What follows belongs to an exercise in optimizing a design on an open flow for small area, a short achievable clock period and few clock cycles; a production flow would make more cautious choices.
The RTL was checked by simulation tests, not by an equivalence proof against the original design.
Power is estimated from default activity; no workload was simulated.

`flow/constraint.sdc`:
```
create_clock -name core_clock -period 12.0 [get_ports {clk}]
set_input_delay 2.4000 -clock core_clock [delete_from_list [all_inputs] [get_ports {clk}]]
set_output_delay 2.4000 -clock core_clock [all_outputs]
set_load 0.01 [all_outputs]
```
`flow/design.v`:
```
module PE (
	input clk,
	input rst,
	input PE_en,
	input [13-1:0] i_config,
	input [32-1:0] ifmap,
	input [32-1:0] filter,
	input [32-1:0] ipsum,
	input ifmap_valid,
	input filter_valid,
	input ipsum_valid,
	input opsum_ready,
	output reg [32-1:0] opsum,
	output reg ifmap_ready,
	output reg filter_ready,
	output reg ipsum_ready,
	output reg opsum_valid
);
integer i;
reg [13-1:0] i_config_reg;
reg  U_minus1;
reg  [2:0] p;  
reg  [4:0] F;  
reg  [2:0] q;  
reg  [1:0] filter_rs;
reg depthwise;
always@(*) begin
	depthwise = i_config_reg[12];
	filter_rs = i_config_reg[11:10] + 2'b1;
	U_minus1 = i_config_reg[9];
	p = {1'b0, i_config_reg[8:7]} + 3'b1;
	F = i_config_reg[6:2];
	q = {1'b0, i_config_reg[1:0]} + 3'b1;
end
always @(posedge clk or posedge rst) begin
	if(rst)begin
		i_config_reg <= 13'b0;
	end
	else if (PE_en)begin
		i_config_reg <= i_config;
	end
	else begin
		i_config_reg <= i_config_reg;
	end
end
reg signed [8 - 1:0] ifmap_spad  [0:12 - 1];
reg signed [8 - 1:0]filter_spad [0:48 - 1];
reg signed [32 - 1:0]	 psum_spad [0:4 - 1];
reg [2:0] state;
reg [2:0] next_state;
parameter IDLE          	= 3'd0;
parameter READ_FILTER   	= 3'd1;
parameter READ_IFMAP		= 3'd2;
parameter READ_IPSUM    	= 3'd3;
parameter CONV				= 3'd4;
parameter WRITE_OPSUM   	= 3'd5;
reg [4 - 1:0]  ifmap_spad_cnt;
reg [6 - 1:0] filter_spad_cnt;
reg [2 - 1:0]  psum_spad_cnt;
reg [4 - 1:0]  conv_ifmap_cnt;
reg [6 - 1:0] conv_filter_cnt;
reg [2 - 1:0]  conv_result_cnt;
wire filter_full = ({26'b0, filter_spad_cnt} == (p * q * filter_rs));
wire ifmap_full = ({28'b0, ifmap_spad_cnt} == ({29'b0, q} * filter_rs));
wire filter_fire = filter_valid && !filter_full;
wire ifmap_fire = ifmap_valid && !ifmap_full;
wire [3:0] shift;
assign shift = ({1'b0, q} << U_minus1);
reg [8 - 1:0] split_filter[0:3];
reg [8 - 1:0] split_ifmap[0:3];
always@(*) begin
	{split_filter[3], split_filter[2], split_filter[1], split_filter[0]} = filter;
	{split_ifmap[3], split_ifmap[2], split_ifmap[1], split_ifmap[0]} = ifmap;
end
always @(posedge clk or posedge rst) begin
	if(rst)begin
		ifmap_spad_cnt <= 4'b0;
		filter_spad_cnt <= 6'b0;
		psum_spad_cnt <= 2'b0;
		conv_ifmap_cnt <= 4'b0;
		conv_filter_cnt <= 6'b0;
		conv_result_cnt <= 2'b0;
	end
	else begin
		case (state)
			READ_FILTER:begin
				filter_spad_cnt <= (filter_fire)? 
					filter_spad_cnt + {3'b0, q}:
					filter_spad_cnt;
			end
			READ_IFMAP:begin
				ifmap_spad_cnt <= (ifmap_fire)?
					ifmap_spad_cnt + {1'b0, q}:
					ifmap_spad_cnt;
			end
			READ_IPSUM:begin
				psum_spad_cnt <= (ipsum_valid)?
					psum_spad_cnt + 2'b1:
					psum_spad_cnt;
			end
			CONV:begin
				conv_filter_cnt <= conv_filter_cnt + 6'b1;
				if(depthwise)begin
					conv_ifmap_cnt <= conv_ifmap_cnt + 4'b1;
					if(conv_result_cnt == q[1:0]-2'b1)begin
						conv_result_cnt <= 2'b0;
					end
					else begin
						conv_result_cnt <= conv_result_cnt + 2'b1;
					end
				end
				else begin
					if(conv_ifmap_cnt == ifmap_spad_cnt - 4'b1)begin
						conv_ifmap_cnt <= 4'b0;
						conv_result_cnt <= conv_result_cnt + 2'b1;
					end
					else begin
						conv_ifmap_cnt <= conv_ifmap_cnt + 4'b1;
					end
				end
				if(next_state == WRITE_OPSUM)
					conv_result_cnt <= 2'b0;
			end
			WRITE_OPSUM:begin
				conv_result_cnt <= (opsum_ready)?
					conv_result_cnt + 2'b1:
					conv_result_cnt;
				if(next_state == READ_IFMAP)begin
					conv_result_cnt <= 2'b0;
					conv_ifmap_cnt <= 4'b0;
					conv_filter_cnt <= 6'b0;
					psum_spad_cnt <= 2'b0;
					ifmap_spad_cnt <= ifmap_spad_cnt - ({1'b0, q} << U_minus1);
				end
			end
			default: begin
				ifmap_spad_cnt <= 4'b0;
				filter_spad_cnt <= 6'b0;
				psum_spad_cnt <= 2'b0;
				conv_ifmap_cnt <= 4'b0;
				conv_filter_cnt <= 6'b0;
				conv_result_cnt <= 2'b0;
			end
		endcase
	end
end
always @(posedge clk or posedge rst) begin
	if(rst)begin
		for (i = 0;i <12 ; i = i + 1) begin
			ifmap_spad[i] <= 8'b0;
		end
		for (i = 0;i <48 ; i = i + 1) begin
			filter_spad[i] <= 8'b0;
		end
		for (i = 0;i <4 ; i = i + 1) begin
			psum_spad[i] <= 32'b0;
		end
	end
	else begin
		case (state)
			READ_FILTER:begin
				if(filter_fire)begin
					filter_spad[
						filter_spad_cnt + 6'd0
					] <=  split_filter[0];
					filter_spad[
						filter_spad_cnt + 6'd1
					] <=  split_filter[1];
					filter_spad[
						filter_spad_cnt + 6'd2
					] <=  split_filter[2];
					filter_spad[
						filter_spad_cnt + 6'd3
					] <=  split_filter[3];
				end
			end
			READ_IFMAP:begin
				if(ifmap_fire)begin
					ifmap_spad[
						ifmap_spad_cnt + 4'd0
					] <= split_ifmap[0]  ^ 8'd128;
					ifmap_spad[
						ifmap_spad_cnt + 4'd1
					] <= split_ifmap[1]  ^ 8'd128;
					ifmap_spad[
						ifmap_spad_cnt + 4'd2
					] <= split_ifmap[2]  ^ 8'd128;
					ifmap_spad[
						ifmap_spad_cnt + 4'd3
					] <= split_ifmap[3]  ^ 8'd128;
				end
			end
			READ_IPSUM:begin
				if(ipsum_valid)begin
					psum_spad[psum_spad_cnt] <= ipsum;
				end
			end
			CONV:begin
				psum_spad[conv_result_cnt] <= psum_spad[conv_result_cnt] + (
					filter_spad[conv_filter_cnt] * ifmap_spad[conv_ifmap_cnt]
				);
			end
			WRITE_OPSUM:begin
			if(next_state == READ_IFMAP)begin
				for (i = 0; i < 12; i = i + 1) begin
					ifmap_spad[i] <= (shift + i[3:0] >= 12)?
						8'b0:
						ifmap_spad[shift + i[3:0]];
				end
			end
			end
			default: begin
				for (i = 0;i <12 ; i = i + 1) begin
					ifmap_spad[i] <= 8'b0;
				end
				for (i = 0;i <48 ; i = i + 1) begin
					filter_spad[i] <= 8'b0;
				end
				for (i = 0;i <4 ; i = i + 1) begin
					psum_spad[i] <= 32'b0;
				end
			end
		endcase
	end
end
reg [4:0] output_col_cnt;
always @(posedge clk or posedge rst) begin
	if(rst)begin
		output_col_cnt <= 5'b0;
	end
	else if(state == IDLE)begin
		output_col_cnt <= 5'b0;
	end
	else if(state == WRITE_OPSUM && next_state == READ_IFMAP)begin
		output_col_cnt <= output_col_cnt + 5'b1;
	end
end
always @(posedge clk or posedge rst) begin
	if(rst)begin
		state <= IDLE;
	end
	else begin
		state <= next_state;
	end
end
always @(*) begin
	case (state)
		IDLE: begin
			if(PE_en)begin
				next_state = READ_FILTER;
			end
			else begin
				next_state = IDLE;
			end
		end
		READ_FILTER: begin
			if(filter_full)begin
				next_state = READ_IFMAP;
			end
			else begin
				next_state = READ_FILTER;
			end
		end
		READ_IFMAP: begin
			if(ifmap_full)begin
				next_state = READ_IPSUM;
			end
			else begin
				next_state = READ_IFMAP;
			end
		end
		READ_IPSUM: begin
			if(depthwise)begin
				if(({1'b0, psum_spad_cnt} == (q - 3'b1)) && ipsum_valid)begin
					next_state = CONV;
				end
				else begin
					next_state = READ_IPSUM;
				end
			end
			else begin
				if(({1'b0, psum_spad_cnt} == (p - 3'b1)) && ipsum_valid)begin
					next_state = CONV;
				end
				else begin
					next_state = READ_IPSUM;
				end
			end
		end
		CONV:begin
			if(depthwise)begin
				if(
					{1'b0,conv_result_cnt} == (q-1) && 
					conv_ifmap_cnt == ((filter_rs * q) -1)
				)begin
					next_state = WRITE_OPSUM;
				end
				else begin
					next_state = CONV;
				end
			end
			else begin
				if(conv_filter_cnt == filter_spad_cnt - 6'b1)begin
					next_state = WRITE_OPSUM;
				end
				else begin
					next_state = CONV;
				end
			end
		end
		WRITE_OPSUM:begin
			if(depthwise)begin
				if(({1'b0, conv_result_cnt} == (q - 3'b1)) && opsum_ready)begin
					if (output_col_cnt == F) begin
						next_state = IDLE;
					end
					else begin
						next_state = READ_IFMAP;
					end
				end
				else begin
					next_state = WRITE_OPSUM;
				end
			end
			else begin
				if(({1'b0, conv_result_cnt} == (p - 3'b1)) && opsum_ready)begin
					if (output_col_cnt == F) begin
						next_state = IDLE;
					end
					else begin
						next_state = READ_IFMAP;
					end
				end
				else begin
					next_state = WRITE_OPSUM;
				end
			end
		end
		default: next_state = IDLE;
	endcase
end
always@(*) begin
	opsum = psum_spad[conv_result_cnt];
	filter_ready = (state == READ_FILTER && !filter_full) ? 1'b1 : 1'b0;
	ifmap_ready = (state == READ_IFMAP && !ifmap_full) ? 1'b1 : 1'b0;
	ipsum_ready = (state == READ_IPSUM) ? 1'b1 : 1'b0;
	opsum_valid = (state == WRITE_OPSUM)? 1'b1: 1'b0;
end
endmodule
```
`flow/config.mk`:
```
export PLATFORM = sky130hd
export DESIGN_NAME = PE
export DESIGN_NICKNAME = PE
export VERILOG_FILES = /design/flow/design.v
export SDC_FILE = /design/flow/constraint.sdc
export NUM_CORES = 8
export LEC_CHECK = 0
export CAP_MARGIN = 20
export CORE_MARGIN = 2
export CORE_UTILIZATION = 40
export SLEW_MARGIN = 20
```
`flow/run.sh`:
```
#!/bin/bash
# synth_recipe.tcl (not shown) runs the flow's synth.tcl, then flattens the netlist and writes it again
# the make line also repeats each setting of config.mk as NAME=value (left out here)
make -C /OpenROAD-flow-scripts/flow DESIGN_CONFIG=/design/flow/config.mk WORK_HOME=/design/flow/orfs CLKGATE_MAP_FILE= SYNTH_SCRIPT=/design/flow/synth_recipe.tcl finish
```
==> results_dict.tcl <==
set metrics [dict create \
    status "complete, no violations" \
    fillers 15224 \
    postRouteAntennaNets 0 \
    dieArea_um2 157600 \
    p_per_area_nw_per_um2 246.0 \
    ys_types 104 \
    reg2reg_depth 27 \
    rows 144 \
    largest_reg_flops 384 \
    clockPowerShare_pct 16.6 \
    cp_slowest_cell "fa_1" \
    cts_tree "yes" \
    end_kind "register" \
    path_buf_inv 3 \
    vias 65590 \
    cp.required_ns 12.60 \
    post_cts_buffers 0 \
    dpl.hpwl_um 219100 \
    drt_iter0_drc 10509 \
    internal-power_w 0.007863 \
    maxSlewHeadroom_pct 12.69 \
    cts_made_buffers 86 \
    yosysMostFrequentCell "nand2_1" \
    die_y_um 397 \
    fin_crit_sh_pct 86.94 \
    path_delay_family "adder cells" \
    post_synth.cell_area_avg_um2 7.976 \
    clk_pin_slew_ns 0.06 \
    rsz0062_at_grt "false" \
    start_util_pct 40.20 \
    ir_worst_vdd_mv 0.1883 \
    cp_slowest_stage_delay_ns 1.08 \
    critPathLaunchType "register" \
    slew_viol_final 0 \
    grt_pass1_vias 60558 \
    hold_viol 0 \
    hp-class "register to register" \
    fin_tns_setup_ns 0 \
    clockBufferDepth 3 \
    setup_viol 0 \
    holdBufCountCts 0 \
    cp.arrival_ns 11.04 \
    cts_max_level 3 \
    vias_per_cell 6.880 \
    async_reset_ff_share_pct 100.0 \
    dp_slack_ns 1.687 \
    core_um2 153700 \
    portBuffers 151 \
    netlist_top_cells_count "nand2_1, nor2_1, a21oi_1" \
    post_cts_resized 0 \
    comb_power_share_pct 59.2 \
    maxCapViolCount 0 \
    cts_sinks 653 \
    ys_warn_count 6 \
    leakage_nw 27.28 \
    grt_pass1_wl_um 468000 \
    fin_skew_ns 0.04181 \
    synthesis.area_um2 61780 \
    avgRoutedWirePerCell_um 34.72 \
    area_growth_pct 9.592 \
    grt_max_degree 158 \
    cts-root-buf "clkbuf_16" \
    crit_cells 27 \
    synthDominantAreaCellType "dfrtp_1" \
    gr-usage-all-layers_pct 40.74 \
    fin_crit_ns 10.43 \
    reg_top3 "filter_spad x384, psum_spad x128, ifmap_spad x96" \
    ys_seq_area_share_pct 26.45 \
    drc 0 \
    seq_power_share_pct 24.2 \
    dr.pass1.iters 11 \
    whs_path_depth 2 \
    synth_edf_count 0 \
    gp_congestion 1.030 \
    layout-drive-gt1-share_pct 10.32 \
    insertion_delay_ns 0.74 \
    synth_top_flop_cell "dfrtp_1" \
    ys_seq_elements 653 \
    antenna_found_initial 15 \
    worstMarginPinSlew_ns 1.310 \
    netlist_instances 7746 \
    crit_top_cell "fa_1" \
    worstPathMaxFanout 21 \
    synth_top_cell_area_share_pct 26.45 \
    ioPinCount 152 \
    clock.fmax_mhz 95.85 \
    critPathKind "register to register" \
    drt-total-wl_um 331000 \
    p_switching_w 0.008793 \
    overflow 0 \
    synth_fp_nets 8151 \
    sw_frac_of_total_pct 52.79 \
    nNetsFinal 7821 \
    finalWorstSetupSlack_ns 1.567 \
    synth_top_cells_by_area "dfrtp_1, mux2i_1, a21oi_1, nand2_1, nor2_1" \
    largest-register "filter_spad" \
    die_w_um 397 \
]
## layout make-up
| cell class | count | area (um^2) | area share (%) |
|---|---|---|---|
| Sequential cell | 653 | 16340 | 24.14 |
| Clock inverter | 37 | 467.9 | 0.6912 |
| Timing Repair Buffer | 383 | 3171 | 4.683 |
| Inverter | 203 | 765.7 | 1.131 |
| Multi-Input combinational cell | 6089 | 41910 | 61.90 |
| Clock buffer | 119 | 2477 | 3.659 |
| Antenna cell | 5 | 12.51 | 0.01848 |
| Tap cell | 2044 | 2557 | 3.777 |
## kinds of logic after synthesis
group	share of synthesized area (%)
compound gates	29.38
simple gates	16.21
buf+inv	6.570
mux	12.41
flops	26.45
fa+ha+maj	7.603
xor+xnor	1.375
## power groups by stage
| stage | Combinational (W) | Sequential, W | Clock (W) |
|---|---|---|---|
| 2_1_floorplan | 0.00683 | 0.00326 | 0 |
| 3_3_place_gp | 0.00946 | 0.00397 | 0 |
| 3_5_place_dp | 0.00955 | 0.00396 | 0 |
| 4_1_cts | 0.00958 | 0.00393 | 0.00278 |
| 5_1_grt | 0.0106 | 0.00401 | 0.00288 |
| 6_report | 0.00986 | 0.00403 | 0.00277 |
## layout by cell type, fill, tap and decap left out, types with 140 or more instances in the layout
cell and n:
fa_1 144, buf_4 238, inv_1 198, a211oi_1 174, nand2_1 909, a222oi_1 153
a221oi_1 142, o21ai_0 477, mux2i_1 605, o31ai_1 259, a21oi_1 715, a22o_1 143
ha_1 140, dfrtp_1 651, nor2_1 845, a22oi_1 140
## tightest hold or removal path, cell delays in order (launching register included)
cell     delay (ns)
dfrtp_1        0.34
nand2_1        0.05
o31ai_1        0.06
## layer usage
layer  track usage, %  wire length [um]
met5                0               127
met1            51.85            124400
met4            26.77             27380
met2            59.95            138600
met3            11.81             40520
## worst paths after layout
check / start / end / slack (ns)
min in group asynchronous: rst / ifmap_spad[10][5] / 2.19
max in group asynchronous: rst / i_config_reg[9] / 7.58
hold / removal: filter_spad[0][7] / filter_spad[0][7] / 0.48
hold reg to reg: filter_spad[0][7] / filter_spad[0][7] / 0.48
setup / recovery: conv_filter_cnt[5] / psum_spad[0][26] / 1.57
setup reg to reg: conv_filter_cnt[5] / psum_spad[0][26] / 1.57
## through the flow
stage,utilization (%),power (W),cell area (um^2),std cells,hold slack (ns)
after CTS,43.93,0.01630,67520,9523,0.4815
after global placement,42.00,0.01343,64550,9365,0.4595
final,44.05,0.01666,67700,9533,0.4787
after global routing,44.05,0.01753,67690,9528,0.5048
after floorplan,-,0.01009,61780,7746,0.4474
after detailed placement,42.02,0.01352,64570,9367,0.4677
Testbench counts, summed over its fixed seeds: cycles 76,993.

-- static timing again, ports no longer ideal --
The flow's constraints put no driver on any port. The routed layout listed below was extracted and timed again, unchanged, in two steps.
Step 1, drivers: a clkbuf_16 drives clk and a buf_2 each remaining input, both assumed.
Step 2 also shifts input and output timing later by t, the mid clock arrival at the registers, as if the neighbouring blocks saw the same clock.
a / b / c = ideal / step 1 / step 2; a / b = the first two.
t, ns: 0.804
setup WS [ns]: 1.567 / 1.567 / 1.567
hold WS [ns]: 0.479 / 0.479 / 0.479
worst register clock-pin slew, ns: 0.06 / 0.06
pins driven straight from the clock port: 1
After both steps setup and hold are still met in this run. For this run, drivers alone change the setup slack by 0.000 ns; drivers and shift together by 0.000 ns.
